Background: an optimization exercise with open tools, aiming at small area and a short achievable clock period. Do not read the settings as production practice.
No run shown here included a check of the RTL's function; only the layout flow was run.
No activity file was given, so power comes from the tool's default toggle rates.

## flow/design.v (module list and top-level ports; edited modules follow where they fit)
// module APB_Square: 1507 lines
// module apb_fa: 4 lines
// module apb_ha: 4 lines
// module apb_sel: 3 lines
// module apb_xnor: 3 lines
// module apb_xor: 3 lines
module APB_Square
(
    input wire PWRITE,
    input wire PCLK,
    input wire PSEL,
    input wire [31:0] PADDR,
    input wire [31:0] PWDATA,
    output reg [31:0] PRDATA,
    input wire PENABLE,
    output reg PREADY,
    input PRESET
);
  // ...
==> flow/flow/run.sh <==
#!/bin/bash
# The standard layout (standard.sh: standard synthesis through finish), with the
# port buffers that buffer_ports inserts made the smallest buffer cell.
set -euo pipefail
export BUFFER_PORTS_ARGS="-buffer_cell sky130_fd_sc_hd__buf_1"
bash standard.sh > standard.log 2>&1
==> flow/standard.sh <==
#!/bin/bash
# synth_recipe.tcl (not shown) runs the flow's synth.tcl, then flattens the netlist and writes it again
# the make line also repeats each setting of config.mk as NAME=value (left out here)
make -C /OpenROAD-flow-scripts/flow DESIGN_CONFIG=/design/flow/config.mk WORK_HOME=/design/flow/orfs CLKGATE_MAP_FILE= SYNTH_SCRIPT=/design/flow/synth_recipe.tcl "${@:-finish}"
==> flow/config.mk <==
export PLATFORM = sky130hd
export DESIGN_NAME = APB_Square
export DESIGN_NICKNAME = APB_Square
export VERILOG_FILES = /design/flow/design.v
export SDC_FILE = /design/flow/constraint.sdc
export NUM_CORES = 4
export LEC_CHECK = 0
export CAP_MARGIN = 20
export CORE_MARGIN = 2
export CORE_UTILIZATION = 50
export CTS_BUF_LIST = sky130_fd_sc_hd__clkbuf_8
export CTS_CLUSTER_DIAMETER = 50
export CTS_CLUSTER_SIZE = 16
export SETUP_SLACK_MARGIN = 5
export SLEW_MARGIN = 20
export SYNTH_HIERARCHICAL = 1
==> flow/constraint.sdc <==
create_clock -name core_clock -period 8.5 [get_ports {PCLK}]
set_input_delay 1.7000 -clock core_clock [delete_from_list [all_inputs] [get_ports {PCLK}]]
set_output_delay 1.7000 -clock core_clock [all_outputs]
set_load 0.01 [all_outputs]
==> impl_results.md, run 1 <==
* Ant. Diodes at 0
* # clk buffers at 18
* Final net count at 2,273
* Status: no timing/DRC/antenna violations
* Worst skew pair latency at 0.54 ns
* Drt wl/cell at 25.6 um
* Data required time of the worst path at 8.91 ns
* Max H-tree Level at 4
* Met2 Resource Use GR at 0.574
* Largest family of logic cells by synthesized area: adder cells
* IO buf count at 101
* Routed WL at 61,500 um
* Met3 wire length at 5810 um
* WP buf/inv at 4
* Seq/total area at 0.181
* Pwr Total at 0.00150 W
* EDFF count, synth at 0
* Synth top area share at 0.239
* Final hold vios at 0
* Mean area per synthesized cell at 9.51 sq um
* Setup TNS at 0 ns
* Yosys warns at 7
* Syn Inst Count at 1,735
* Met3 usage at 0.105
* Net switching power figure at 0.000387 W
* Post-synthesis mux area share at 0.0183
* Fraction of area in multi-input gates at 0.674
* Post-CTS sizing at 130
* Largest net degree at the start of global routing at 61
* Fill cells at 2,912
* Synth Area in Simple Gates at 0.0991
* Final setup viols at 0
* Seq cells at 178
* Minimum clock period at 3.52 ns
* Logic pwr share at 0.028
* Startpoint Class: flop
==> run 2: changes to the inputs <==
--- a/flow/config.mk
+++ b/flow/config.mk
@@ -8,9 +8,6 @@
 export CAP_MARGIN = 20
 export CORE_MARGIN = 2
 export CORE_UTILIZATION = 50
-export CTS_BUF_LIST = sky130_fd_sc_hd__clkbuf_8
-export CTS_CLUSTER_DIAMETER = 50
-export CTS_CLUSTER_SIZE = 16
 export SETUP_SLACK_MARGIN = 5
 export SLEW_MARGIN = 20
 export SYNTH_HIERARCHICAL = 1
==> run 2 against run 1 <==
  * Still clean
  * Die area stayed put
  * First-iteration DRC count down 1.9%
  * Combinational power is essentially flat
  * Global-route usage decreased by 0.39 points
  * Sequential power barely moved
  * Area after synthesis did not move
  * Critical path depth shrank 2
  * Setup slack lost 0.0059 ns
  * Maximum frequency decreased by 0.17%
  * Synthesized cell count is the same
  * Sequential share of layout area decreased by 0.30 points
  * Critical path type unchanged
  * Highest routed layer is now met5
==> impl_results.md, run 2 <==
* Status: no timing/DRC/antenna violations (unchanged)
* Cell row count at 66 (unchanged)
* DR vias at 15,300 (was 15,400)
* IO buf count at 101 (unchanged)
* Met2 Resource Use GR at 0.581 (was 0.574)
* Top cells by area, synth: fa_1 24%, dfxtp_1 22%, xnor2_1 15% (unchanged)
* Yosys warns at 7 (unchanged)
* Worst Hold Depth at 1 (unchanged)
* Critical-path cell list: ha_2 -> nor2b_4 -> buf_12 -> buf_6 -> xnor2_1 -> o22ai_2 -> fa_2 -> fa_1 -> fa_1 -> fa_1 (was ha_4 -> nor2b_4 -> buf_12 -> buf_12 -> buf_16 -> buf_6 -> xnor2_4 -> o22ai_2 -> fa_1 -> fa_1 -> fa_2 -> fa_1)
* Placer Congestion at 0.935 (unchanged)
* Starting Density at 0.507 (unchanged)
* Reg2reg path depth at 10 (was 12)
* Chip Height at 186 um (unchanged)
* Global routing's busiest layer: met2 (unchanged)
* Share of cells above drive strength 1 at 0.187 (was 0.184)
* Critical path class: flop to flop (unchanged)
* Rel. slew slack at 0.479 (was 0.446)
* Tcrit/Tclk final at 0.414 (about the same)
* Most frequent cells in the layout: 241 x xnor2_1, 225 x o22ai_1, 181 x nand2_1 (was 243 x xnor2_1, 229 x o22ai_1, 181 x nand2_1)
* Worst Clk Skew at 0.0194 ns (was 0.0251 ns)
* Num CTS Buffers at 17 (unchanged)
* Most common cell after layout, fill and taps aside: xnor2_1 (unchanged)
* CP peak stage delay at 0.53 ns (was 0.58 ns)
* Detail Route Antenna Nets at 0 (unchanged)
* Synthesized area at 16,500 sq um (unchanged)
* Finished Core Util at 0.628 (was 0.617)
* Data required time of the worst path at 8.84 ns (was 8.91 ns)
* Met3 usage at 0.103 (was 0.105)
* Met1 Resource Use GR at 0.450 (was 0.458)
* Initial antenna violation count at 0 (unchanged)
* Synth top area share at 0.239 (unchanged)
* Vias in the first global route at 15,000 (was 15,100)
* Mean area per synthesized cell at 9.51 sq um (unchanged)
* First-pass GRT wire length at 90,300 um (was 91,100 um)
* DRC errors left at 0 (unchanged)
* Worst-Margin Slew at 0.780 ns (was 0.830 ns)
* Crit Reg-Reg Startpoint: b[5]$_SDFFE_PP0P_ (was b[8]$_SDFFE_PP0P_)
* FF-to-FF End: cs_r[50]$_DFF_P_ (was cs_r[56]$_DFF_P_)
* Minimum clock period at 3.52 ns (about the same)
* Placed instance count at 2,276 (unchanged)
* Synth cell count leaders: 284 x xnor2_1, 258 x o22ai_1, 197 x fa_1 (unchanged)
* Drt wl/cell at 25.6 um (about the same)
* Final setup viols at 0 (unchanged)
* Leakage power at 7.51 nW (was 7.33 nW)
* Final hold vios at 0 (unchanged)
* Syn_nets at 2,063 (unchanged)
* Max-slew violations at 0 (unchanged)
* Unrepaired setup endpoints after global routing: yes (unchanged)
* Area Growth Syn to Fin at 23.7% (was 21.6%)
* Setup TNS at 0 ns (unchanged)
* Async set or reset register ratio after synthesis at 0 (unchanged)
* Dominant synthesized flop cell: dfxtp_1 (unchanged)
* Core ar. at 32,500 sq um (unchanged)
* Most common cell in the synthesized netlist: xnor2_1 (unchanged)
* Maximum VDD drop at 0.150 mV (was 0.0978 mV)
* Vias/cell at 6.36 (was 6.40)
* Hold/Removal Path Class: flop to flop (unchanged)
* EDFF count, synth at 0 (unchanged)
* Area leader, netlist: fa_1 (unchanged)
* Crit path max fanout at 8 (was 5)
* Worst skew pair latency at 0.48 ns (was 0.54 ns)
* Hold_buf cts at 0 (unchanged)
* Routed WL at 61,800 um (was 61,500 um)
* Clock Tree Root: clkbuf_16 (was clkbuf_8)
* Crit path DAT at 3.86 ns (was 3.92 ns)
* Most Frequent Cell on Critical Path: fa_1 (unchanged)
* Final HPWL DP at 41,300 um (unchanged)
* Layout Cells excl Fill at 2,409 (was 2,400)
* Startpoint Class: flop (unchanged)
* Final net count at 2,282 (was 2,273)
* Ant. Diodes at 0 (unchanged)
* Max Clock Freq at 0.284 GHz (about the same)
* Max Root-Sink Buffers at 2 (unchanged)
* Top reg by flops: cs_r (unchanged)
* Post-synthesis sequential area ratio at 0.216 (unchanged)
* Max Cap Violations at 0 (unchanged)
* CP endpoint kind: flop (unchanged)
* Die area at 34,500 sq um (unchanged)
* Ports at 102 (unchanged)
* GRT Resource Usage Total at 0.360 (was 0.364)
* Clock sink count at 178 (unchanged)
* CTS tree: built (unchanged)
* Die width at 186 um (unchanged)
* Worst R2R Setup Slack at 4.98 ns (about the same)
* FF+latch count, synth at 178 (unchanged)
* Power Density at 83.5 nW/um^2 (was 74.9 nW/um^2)
* Syn Inst Count at 1,735 (unchanged)
* Initial DRC Count at 1,960 (was 1,998)
* Worst hold endpoint: PREADY$_SDFF_PP0_ (unchanged)
* Slowest cell on the critical path: fa_1 (unchanged)
* Hold Crit Start: PREADY$_SDFF_PP0_ (unchanged)
* Largest net degree at the start of global routing at 61 (unchanged)
* Max H-tree Level at 4 (unchanged)
* First drt pass iteration count at 6 (unchanged)
* Max reg flops at 80 (unchanged)
* GR Overflow Total at 0 (unchanged)
* Unique masters post-synth at 65 (unchanged)
* Worst-path clk slew at 0.07 ns (was 0.10 ns)
run 2: timing repair:
| item | CTS | global route |
|---|---|---|
| pin swaps | 32 | 44 |
| resized for setup | 108 | 118 |
| gates cloned | 11 | 4 |
| setup buffers | 60 | 26 |
| endpoints found under the setup margin | 120 | 89 |
run 2: cell families after synthesis:
family,Yosys count,share of synthesized area
buf+inv,74,0.0192
mux,30,0.0183
flops,178,0.216
fa+ha+maj,259,0.286
xor+xnor,323,0.171
compound gates,506,0.190
simple gates,365,0.0991
run 2: cell type report:
| class | instances | area, sq um |
|---|---|---|
| clock buffer | 19 | 443 |
| clock inverter | 13 | 151 |
| fill | 2832 | 12100 |
| inverter | 26 | 120 |
| multi-input combinational | 1485 | 13500 |
| sequential | 178 | 3620 |
| tap | 442 | 553 |
| timing repair buffer | 242 | 1960 |
| timing repair inverter | 4 | 27.5 |
run 2: worst max path at each step:
stage	start	to	slack (ns)	cells after the start
2_1_floorplan	b[1]$_SDFFE_PP0P_	cs_r[56]$_DFF_P_	4.59	8
3_3_place_gp	b[0]$_SDFFE_PP0P_	cs_r[79]$_DFF_P_	3.77	9
3_5_place_dp	b[0]$_SDFFE_PP0P_	cs_r[79]$_DFF_P_	3.65	9
4_1_cts	a[16]$_SDFFE_PP0P_	cs_r[79]$_DFF_P_	4.95	8
5_1_grt	b[3]$_SDFFE_PP0P_	cs_r[56]$_DFF_P_	4.91	10
6_report	b[5]$_SDFFE_PP0P_	cs_r[50]$_DFF_P_	4.98	10
run 2: where the power goes:
group,internal (W),switching [W],total [W]
clock network,0.000446,0.000386,0.000832
registers,0.000830,0.000000793,0.000831
logic,0.0000131,0.0000282,0.0000413
total,0.00129,0.000415,0.00170
run 2: modules after synthesis (local to each module, per instance):
module / flops+latches / cell area, sq um
apb_fa: 0 / 20.0
apb_ha: 0 / 12.5
apb_sel: 0 / 6.26
apb_xor: 0 / 8.76
apb_xnor: 0 / 8.76
APB_Square: 178 / 8140
run 2: routing by layer:
metal  routed length (um)  part of all wire  vias up
met2                28700              0.47      916
li1                     -                 -     6710
met4                 3020             0.049        2
met5                   63            0.0010        -
met3                 6320              0.10      209
met1                23700              0.38     7489
run 2: per-stage QoR:
stage | hold slack [ns] | power (W) | area (sq um) | worst slack (ns)
final | 0.434 | 0.00170 | 20400 | 4.98
after CTS | 0.434 | 0.00171 | 19400 | 4.95
after detailed placement | 0.423 | 0.000893 | 17700 | 3.65
after floorplan | 0.457 | 0.000871 | 16600 | 4.59
after global placement | 0.415 | 0.000893 | 17700 | 3.77
after global routing | 0.441 | 0.00175 | 20400 | 4.91
run 2: worst max-delay path: cells and delay by family, from the launching register on:
kind / cells / cell delay, ns
adder cells (fa/ha/maj): 5 / 2.10
buffers and inverters: 2 / 0.32
AO/OA/AOI/OAI: 1 / 0.17
flip-flops: 1 / 0.39
XOR/XNOR: 1 / 0.21
AND/OR/NAND/NOR: 1 / 0.18
==> run 3: changes to the inputs <==
--- a/flow/config.mk
+++ b/flow/config.mk
@@ -8,6 +8,6 @@
 export CAP_MARGIN = 20
 export CORE_MARGIN = 2
 export CORE_UTILIZATION = 50
-export SETUP_SLACK_MARGIN = 5
+export SETUP_SLACK_MARGIN = 4.5
 export SLEW_MARGIN = 20
 export SYNTH_HIERARCHICAL = 1
==> run 3 against run 2 <==
  * Largest cell class unchanged
  * Critical path depth shrank 1
  * Still clean on timing, DRC and antenna
  * Global-route usage shrank 1.9 points
  * Synthesized cell count is the same
  * Largest power group is now sequential cells
  * Die area is the same
==> impl_results.md, run 3 <==
* Rel. slew slack at 0.307 (was 0.479)
* Max reg flops at 80 (unchanged)
* Mean area per synthesized cell at 9.51 sq um (unchanged)
* Hold_buf cts at 0 (unchanged)
* FF+latch count, synth at 178 (unchanged)
* Worst R2R Setup Slack at 4.62 ns (was 4.98 ns)
* Synthesized area at 16,500 sq um (unchanged)
* Synth Area in Adders at 0.286 (unchanged)
* Share of cells above drive strength 1 at 0.0745 (was 0.187)
* Critical path class: flop to flop (unchanged)
* Max Root-Sink Buffers at 2 (unchanged)
* DRC errors left at 0 (unchanged)
* Unrepaired setup endpoints after global routing: yes (unchanged)
* Initial DRC Count at 1,731 (was 1,960)
* Clock Tree Root: clkbuf_16 (unchanged)
* Setup TNS at 0 ns (unchanged)
* Final hold vios at 0 (unchanged)
* Yosys warns at 7 (unchanged)
* CP endpoint kind: flop (unchanged)
* Max-slew violations at 0 (unchanged)
* Max Clock Freq at 0.258 GHz (was 0.284 GHz)
* Synth cell count leaders: 284 x xnor2_1, 258 x o22ai_1, 197 x fa_1 (unchanged)
* Area leader, netlist: fa_1 (unchanged)
* Maximum VDD drop at 0.152 mV (was 0.150 mV)
* Most frequent cells in the layout: 281 x xnor2_1, 256 x o22ai_1, 195 x fa_1 (was 241 x xnor2_1, 225 x o22ai_1, 181 x nand2_1)
* Startpoint Class: flop (unchanged)
* Syn_nets at 2,063 (unchanged)
* Final net count at 2,194 (was 2,282)
* DR vias at 14,800 (was 15,300)
* Crit path DAT at 4.28 ns (was 3.86 ns)
* Data required time of the worst path at 8.90 ns (was 8.84 ns)
* Largest family of logic cells by synthesized area: adder cells (unchanged)
* Most common cell in the synthesized netlist: xnor2_1 (unchanged)
* Initial antenna violation count at 0 (unchanged)
* Post-synthesis sequential area ratio at 0.216 (unchanged)
* First-pass GRT wire length at 86,900 um (was 90,300 um)
* GRT Resource Usage Total at 0.341 (was 0.360)
* Chip Height at 186 um (unchanged)
* Final setup viols at 0 (unchanged)
* Worst Clk Skew at 0.0203 ns (was 0.0194 ns)
* Status: no timing/DRC/antenna violations (unchanged)
* CTS tree: built (unchanged)
* Crit path max fanout at 15 (was 8)
* Tcrit/Tclk final at 0.456 (was 0.414)
* Fill cells at 3,040 (was 2,832)
* Placer Congestion at 0.959 (was 0.935)
* Leakage power at 6.97 nW (was 7.51 nW)
* IO buf count at 101 (unchanged)
* FF-to-FF End: cs_r[79]$_DFF_P_ (was cs_r[50]$_DFF_P_)
* DP Area at 17,600 sq um (was 17,700 sq um)
* Die area at 34,500 sq um (unchanged)
* Crit path to: cs_r[79]$_DFF_P_ (was cs_r[50]$_DFF_P_)
* Largest net degree at the start of global routing at 62 (was 61)
* Core ar. at 32,500 sq um (unchanged)
* Detail Route Antenna Nets at 0 (unchanged)
* Cell row count at 66 (unchanged)
* Ports at 102 (unchanged)
* Worst Setup SP: b[15]$_SDFFE_PP0P_ (was b[5]$_SDFFE_PP0P_)
* Async set or reset register ratio after synthesis at 0 (unchanged)
* GR Overflow Total at 0 (unchanged)
* Syn Inst Count at 1,735 (unchanged)
* Unique masters post-synth at 65 (unchanged)
* Top reg by flops: cs_r (unchanged)
* Area Growth Syn to Fin at 12.0% (was 23.7%)
* Hold/Removal Path Class: flop to flop (unchanged)
* Xor and xnor area share after synthesis at 0.171 (unchanged)
* Post-synthesis mux area share at 0.0183 (unchanged)
* Synth Area in Simple Gates at 0.0991 (unchanged)
* Crit Reg-Reg Startpoint: b[15]$_SDFFE_PP0P_ (was b[5]$_SDFFE_PP0P_)
* Final HPWL DP at 42,600 um (was 41,300 um)
* Synth top area share at 0.239 (unchanged)
* Worst skew pair latency at 0.47 ns (was 0.48 ns)
* Final instance area at 18,500 sq um (was 20,400 sq um)
* Max H-tree Level at 4 (unchanged)
* Worst-path clk slew at 0.08 ns (was 0.07 ns)
* Die width at 186 um (unchanged)
* Drt wl/cell at 25.1 um (was 25.6 um)
* Starting Density at 0.507 (unchanged)
* Routed WL at 58,200 um (was 61,800 um)
* Compound-Gate Fraction of Synth Area at 0.190 (unchanged)
* Reg2reg path depth at 9 (was 10)
* Clock sink count at 178 (unchanged)
* Power Density at 90.9 nW/um^2 (was 83.5 nW/um^2)
* Vias/cell at 6.38 (was 6.36)
* Ant. Diodes at 0 (unchanged)
* Vias in the first global route at 14,600 (was 15,000)
* Top cells by area, synth: fa_1 24%, dfxtp_1 22%, xnor2_1 15% (unchanged)
* EDFF count, synth at 0 (unchanged)
* Num CTS Buffers at 17 (unchanged)
* Minimum clock period at 3.88 ns (was 3.52 ns)
* Most common cell after layout, fill and taps aside: xnor2_1 (unchanged)
* Dominant synthesized flop cell: dfxtp_1 (unchanged)
* Worst-Margin Slew at 1.04 ns (was 0.780 ns)
* First drt pass iteration count at 8 (was 6)
* Max Cap Violations at 0 (unchanged)
## run 3: cell counts after synthesis
No cell type changed its count.
## run 3: report_power, final
group	switching [W]	internal (W)	total, W
Sequential	0.000000699	0.000833	0.000834
Clock	0.000405	0.000399	0.000803
Combinational	0.0000297	0.0000126	0.0000423
Total	0.000435	0.00124	0.00168
## run 3: worst min-delay path by stage
stage                      startpoint                end  slack, ns  cells after the start
floorplan           b[0]$_SDFFE_PP0P_  b[0]$_SDFFE_PP0P_       0.46                      2
global placement    PREADY$_SDFF_PP0_  PREADY$_SDFF_PP0_       0.41                      1
detailed placement  PREADY$_SDFF_PP0_  PREADY$_SDFF_PP0_       0.41                      1
CTS                 PREADY$_SDFF_PP0_  PREADY$_SDFF_PP0_       0.43                      1
global route        PREADY$_SDFF_PP0_  PREADY$_SDFF_PP0_       0.46                      1
finish              PREADY$_SDFF_PP0_  PREADY$_SDFF_PP0_       0.44                      1
## run 3: logic make-up after synthesis
| family | after synthesis |
|---|---|
| flip-flops | 178 |
| AO/OA/AOI/OAI | 506 |
| multiplexers | 30 |
| buffers and inverters | 74 |
| AND/OR/NAND/NOR | 365 |
| XOR/XNOR | 323 |
| adder cells (fa/ha/maj) | 259 |
## run 3: what timing repair did
action / 4_1_cts / 5_1_grt
setup endpoints to repair: 25 / 39
gates cloned: 1 / 3
resized for setup: 8 / 22
setup buffers: 1 / 12
## run 3: cell type report
cell class / count / area, sq um / share of cell area
timing repair inverter: 3 / 22.5 / 0.00122
multi-input combinational: 1484 / 12800 / 0.692
tap: 442 / 553 / 0.0299
timing repair buffer: 156 / 857 / 0.0464
clock inverter: 13 / 135 / 0.00731
sequential: 178 / 3570 / 0.193
inverter: 26 / 116 / 0.00630
clock buffer: 19 / 443 / 0.0240
## run 3: critical path, cell delays in order, from the launching register on
cell	delay (ns)
dfxtp_1	0.50
ha_1	0.31
inv_1	0.47
o22ai_1	0.22
fa_1	0.56
fa_1	0.44
fa_1	0.54
fa_1	0.43
xnor2_1	0.19
xnor2_1	0.13
## run 3: routing by layer
metal  wire length (um)  up-vias  part of all wire  GRT usage
met5                  0        -                 0          0
met4               2760        0             0.047      0.152
met3               5040      150             0.087     0.0603
met2              26900      817              0.46      0.554
met1              23500     7313              0.40      0.445
li1                   -     6518                 -          -
## run 3: modules after synthesis, one instance, submodules excluded
module / cells / copies in the design / cell area, sq um
apb_fa: 1 / 196 / 20.0
apb_sel: 1 / 256 / 6.26
apb_xnor: 1 / 272 / 8.76
apb_ha: 1 / 17 / 12.5
apb_xor: 1 / 27 / 8.76
APB_Square: 967 / 1 / 8140
## run 3: per-stage QoR
| step | instances | setup slack [ns] | utilization | total power [W] | hold slack (ns) |
|---|---|---|---|---|---|
| 3_5_place_dp | 2272 | 4.17 | 0.542 | 0.000894 | 0.414 |
| 2_1_floorplan | 1735 | 4.51 | - | 0.000871 | 0.457 |
| 6_report | 2321 | 4.62 | 0.568 | 0.00168 | 0.436 |
| 5_1_grt | 2321 | 4.46 | 0.568 | 0.00172 | 0.459 |
| 4_1_cts | 2306 | 4.47 | 0.562 | 0.00169 | 0.434 |
| 3_3_place_gp | 2272 | 4.26 | 0.542 | 0.000894 | 0.413 |
==> run 4: changes to the inputs <==
==> flow/flow/run.sh (replaced) <==
#!/bin/bash
# The standard layout (standard.sh), in two calls: synthesis, floorplan and placement
# with no setup margin, then clock tree, routing and finish with the repair aiming 5 ns
# below the clock period. buffer_ports uses the smallest buffer cell.
set -euo pipefail
export BUFFER_PORTS_ARGS="-buffer_cell sky130_fd_sc_hd__buf_1"
bash standard.sh synth floorplan place > standard_1.log 2>&1
export SETUP_SLACK_MARGIN=5
bash standard.sh > standard_2.log 2>&1
--- a/flow/config.mk
+++ b/flow/config.mk
@@ -8,6 +8,5 @@
 export CAP_MARGIN = 20
 export CORE_MARGIN = 2
 export CORE_UTILIZATION = 50
-export SETUP_SLACK_MARGIN = 4.5
 export SLEW_MARGIN = 20
 export SYNTH_HIERARCHICAL = 1
==> run 4 against run 3 <==
  * Sequential share of layout area is 1.5 points lower
  * Clock-buffer cell count is 1 lower
  * Final cell count is 4.0% higher
  * Global-route usage is 2.1 points higher
==> impl_results.md, run 4 <==
* Initial antenna violation count at 0 (unchanged)
* Worst Clk Skew at 0.0157 ns (was 0.0203 ns)
* Synth cell count leaders: 284 x xnor2_1, 258 x o22ai_1, 197 x fa_1 (unchanged)
* Reg2reg path depth at 10 (was 9)
* Most Frequent Cell on Critical Path: fa_1 (unchanged)
* Num CTS Buffers at 17 (unchanged)
* CTS tree: built (unchanged)
* Dominant synthesized flop cell: dfxtp_1 (unchanged)
* Status: no timing/DRC/antenna violations (unchanged)
* Share of cells above drive strength 1 at 0.183 (was 0.0745)
* Core ar. at 32,500 sq um (unchanged)
* Die width at 186 um (unchanged)
* Slowest cell on the critical path: fa_1 (unchanged)
* Yosys warns at 7 (unchanged)
* Max Clock Freq at 0.284 GHz (was 0.258 GHz)
* Hold/Removal Path Class: flop to flop (unchanged)
* Worst-path clk slew at 0.08 ns (about the same)
* CP endpoint kind: flop (unchanged)
* DR vias at 15,500 (was 14,800)
* Ant. Diodes at 0 (unchanged)
* Rel. slew slack at 0.335 (was 0.307)
* Worst hold endpoint: PREADY$_SDFF_PP0_ (unchanged)
* Worst Hold Depth at 1 (unchanged)
* Top reg by flops: cs_r (unchanged)
* Critical path class: flop to flop (unchanged)
* Top cells by area, synth: fa_1 24%, dfxtp_1 22%, xnor2_1 15% (unchanged)
* Leakage power at 7.52 nW (was 6.97 nW)
* Mean area per synthesized cell at 9.51 sq um (unchanged)
* Placer Congestion at 0.917 (was 0.959)
* Synthesized area at 16,500 sq um (unchanged)
* Startpoint Class: flop (unchanged)
* Crit Reg-Reg Startpoint: b[13]$_SDFFE_PP0P_ (was b[15]$_SDFFE_PP0P_)
* GR Overflow Total at 0 (unchanged)
* Vias/cell at 6.44 (was 6.38)
* IO buf count at 101 (unchanged)
* Final hold vios at 0 (unchanged)
* Max-slew violations at 0 (unchanged)
* Vias in the first global route at 15,200 (was 14,600)
* Fill cells at 2,827 (was 3,040)
* Chip Height at 186 um (unchanged)
* Starting Density at 0.507 (unchanged)
* EDFF count, synth at 0 (unchanged)
* Async set or reset register ratio after synthesis at 0 (unchanged)
* Setup TNS at 0 ns (unchanged)
* Clock sink count at 178 (unchanged)
* Max Cap Violations at 0 (unchanged)
* Most common cell after layout, fill and taps aside: xnor2_1 (unchanged)
* Final HPWL DP at 42,100 um (was 42,600 um)
* GRT Resource Usage Total at 0.362 (was 0.341)
* Area Growth Syn to Fin at 22.6% (was 12.0%)
* Final net count at 2,287 (was 2,194)
* Post-synthesis sequential area ratio at 0.216 (unchanged)
* Minimum clock period at 3.52 ns (was 3.88 ns)
* Worst R2R Setup Slack at 4.98 ns (was 4.62 ns)
* Final instance area at 20,200 sq um (was 18,500 sq um)
* Synth top area share at 0.239 (unchanged)
* Hold Crit Start: PREADY$_SDFF_PP0_ (unchanged)
* Unique masters post-synth at 65 (unchanged)
* Max H-tree Level at 4 (unchanged)
* Power Density at 82.7 nW/um^2 (was 90.9 nW/um^2)
* Die area at 34,500 sq um (unchanged)
* Worst-Margin Slew at 0.998 ns (was 1.04 ns)
* Data required time of the worst path at 8.84 ns (was 8.90 ns)
* Maximum VDD drop at 0.142 mV (was 0.152 mV)
* Initial DRC Count at 1,841 (was 1,731)
* Syn_nets at 2,063 (unchanged)
* FF+latch count, synth at 178 (unchanged)
* Most common cell in the synthesized netlist: xnor2_1 (unchanged)
* Crit path max fanout at 17 (was 15)
* First drt pass iteration count at 8 (unchanged)
* Cell row count at 66 (unchanged)
* Ports at 102 (unchanged)
* Worst hold margin at 0.433 ns (was 0.436 ns)
* Drt wl/cell at 26.1 um (was 25.1 um)
* DRC errors left at 0 (unchanged)
* Final setup viols at 0 (unchanged)
* DP Area at 17,700 sq um (was 17,600 sq um)
* Syn Inst Count at 1,735 (unchanged)
* Max Root-Sink Buffers at 2 (unchanged)
* Largest net degree at the start of global routing at 90 (was 62)
* FF-to-FF End: cs_r[50]$_DFF_P_ (was cs_r[79]$_DFF_P_)
* Routed WL at 63,000 um (was 58,200 um)
* Detail Route Antenna Nets at 0 (unchanged)
* Crit path DAT at 3.86 ns (was 4.28 ns)
* Area leader, netlist: fa_1 (unchanged)
* Critical-path cell list: ha_1 -> nor2b_2 -> buf_12 -> buf_4 -> xnor2_1 -> o22ai_1 -> fa_1 -> fa_1 -> fa_1 -> fa_1 (was ha_1 -> inv_1 -> o22ai_1 -> fa_1 -> fa_1 -> fa_1 -> fa_1 -> xnor2_1 -> xnor2_1)
* First-pass GRT wire length at 91,500 um (was 86,900 um)
* Most frequent cells in the layout: 254 x xnor2_1, 226 x o22ai_1, 183 x nand2_1 (was 281 x xnor2_1, 256 x o22ai_1, 195 x fa_1)
* Unrepaired setup endpoints after global routing: yes (unchanged)
* Tcrit/Tclk final at 0.414 (was 0.456)
* Worst skew pair latency at 0.46 ns (was 0.47 ns)
* Max reg flops at 80 (unchanged)
* Clock Tree Root: clkbuf_16 (unchanged)
* CP peak stage delay at 0.59 ns (was 0.56 ns)
[run 4: cell counts after synthesis]
Identical to the previous run, type by type.
[run 4: timing repair]
action                                  in CTS  in global routing
pin swaps                                   33                 43
gates cloned                                10                  3
setup buffers                               53                 35
hold buffers                                 0                  0
resized for setup                          127                101
endpoints found under the setup margin     125                105
[run 4: modules after synthesis, one instance, submodules excluded]
module      cells  flops+latches
APB_Square    967            178
apb_fa          1              0
apb_ha          1              0
apb_sel         1              0
apb_xnor        1              0
apb_xor         1              0
[run 4: worst max-delay path by stage]
stage	depth (start not counted)	endpoint	slack, ns	start
6_report	10	cs_r[50]$_DFF_P_	4.98	b[13]$_SDFFE_PP0P_
3_3_place_gp	10	a[17]$_SDFFE_PP0P_	4.22	PADDR[20]
5_1_grt	12	cs_r[79]$_DFF_P_	4.88	b[13]$_SDFFE_PP0P_
3_5_place_dp	10	a[19]$_SDFFE_PP0P_	4.14	PADDR[5]
4_1_cts	10	cs_r[50]$_DFF_P_	4.99	b[7]$_SDFFE_PP0P_
2_1_floorplan	10	cs_r[79]$_DFF_P_	2.68	b[1]$_SDFFE_PP0P_
[run 4: area by class of cell]
type	instances	area, sq um	area share
multi-input cells	1486	13400	0.664
flip-flops and latches	178	3610	0.179
repair buffers	249	1940	0.0958
well taps	442	553	0.0273
clock buffers	18	439	0.0217
clock inverters	13	138	0.00681
inverters	26	116	0.00575
repair inverters	1	7.51	0.000371
[run 4: through the flow]
stage	util	setup WS (ns)	power (W)	std cells
6_report	0.622	4.98	0.00167	2413
5_1_grt	0.622	4.88	0.00171	2413
3_5_place_dp	0.543	4.14	0.000894	2281
2_1_floorplan	-	2.68	0.000872	1735
4_1_cts	0.596	4.99	0.00168	2375
3_3_place_gp	0.543	4.22	0.000893	2281
[run 4: routing by layer]
metal	global-route usage	share of wire
met1	0.454	0.38
met2	0.598	0.47
met3	0.0882	0.097
met4	0.148	0.045
met5	0	0
[run 4: cell families after synthesis]
logic type / after synthesis / share of synthesized area
AOI/OAI and AO/OA: 506 / 0.190
and+or+nand+nor: 365 / 0.0991
xor gates and xnor gates: 323 / 0.171
adders and majority gates: 259 / 0.286
DFF: 178 / 0.216
buffers and inverters: 74 / 0.0192
muxes: 30 / 0.0183
[run 4: worst max-delay path: cells and delay by family, from the launching register on]
| family | cells | cell delay, ns |
|---|---|---|
| DFF | 1 | 0.36 |
| xor gates and xnor gates | 1 | 0.16 |
| AOI/OAI and AO/OA | 1 | 0.17 |
| and+or+nand+nor | 1 | 0.17 |
| adders and majority gates | 5 | 2.23 |
| buffers and inverters | 2 | 0.31 |
[run 4: power breakdown]
part / total [W] / switching (W) / internal [W]
Combinational: 0.0000436 / 0.0000303 / 0.0000133
Sequential: 0.000832 / 0.000000758 / 0.000831
Clock: 0.000797 / 0.000400 / 0.000398

## what the ideal ports hide
In the flow no input, the clock included, has a driving cell. The finished layouts below were timed again as built, in two steps.
Step 1 sets driving cells, clkbuf_16 on the clock port and buf_2 on the other inputs (assumed; they add their load-dependent delay and slew).
Step 2 moves the port delays by t, midway between the first and last clock arrival at a register: inputs arrive t later, outputs are due t later. That takes back most of the time a late clock gives input paths.
Three values: ideal, step 1, step 2; two values: the first two.
run	t, ns	slack for setup (ns)	latest minus earliest clock arrival (ns)	pins driven straight from the clock port
run 1	0.577	4.985 / 4.985 / 4.560	0.025 / 0.025	1
run 2	0.520	4.979 / 4.979 / 4.628	0.020 / 0.020	1
run 3	0.513	4.623 / 4.623 / 4.291	0.020 / 0.020	1
run 4	0.504	4.981 / 4.981 / 4.620	0.015 / 0.015	1
After both steps every run listed still meets setup and hold. The setup slack of run 1, which loses most, moves by 0.000 ns with the drivers and by -0.425 ns with both steps.
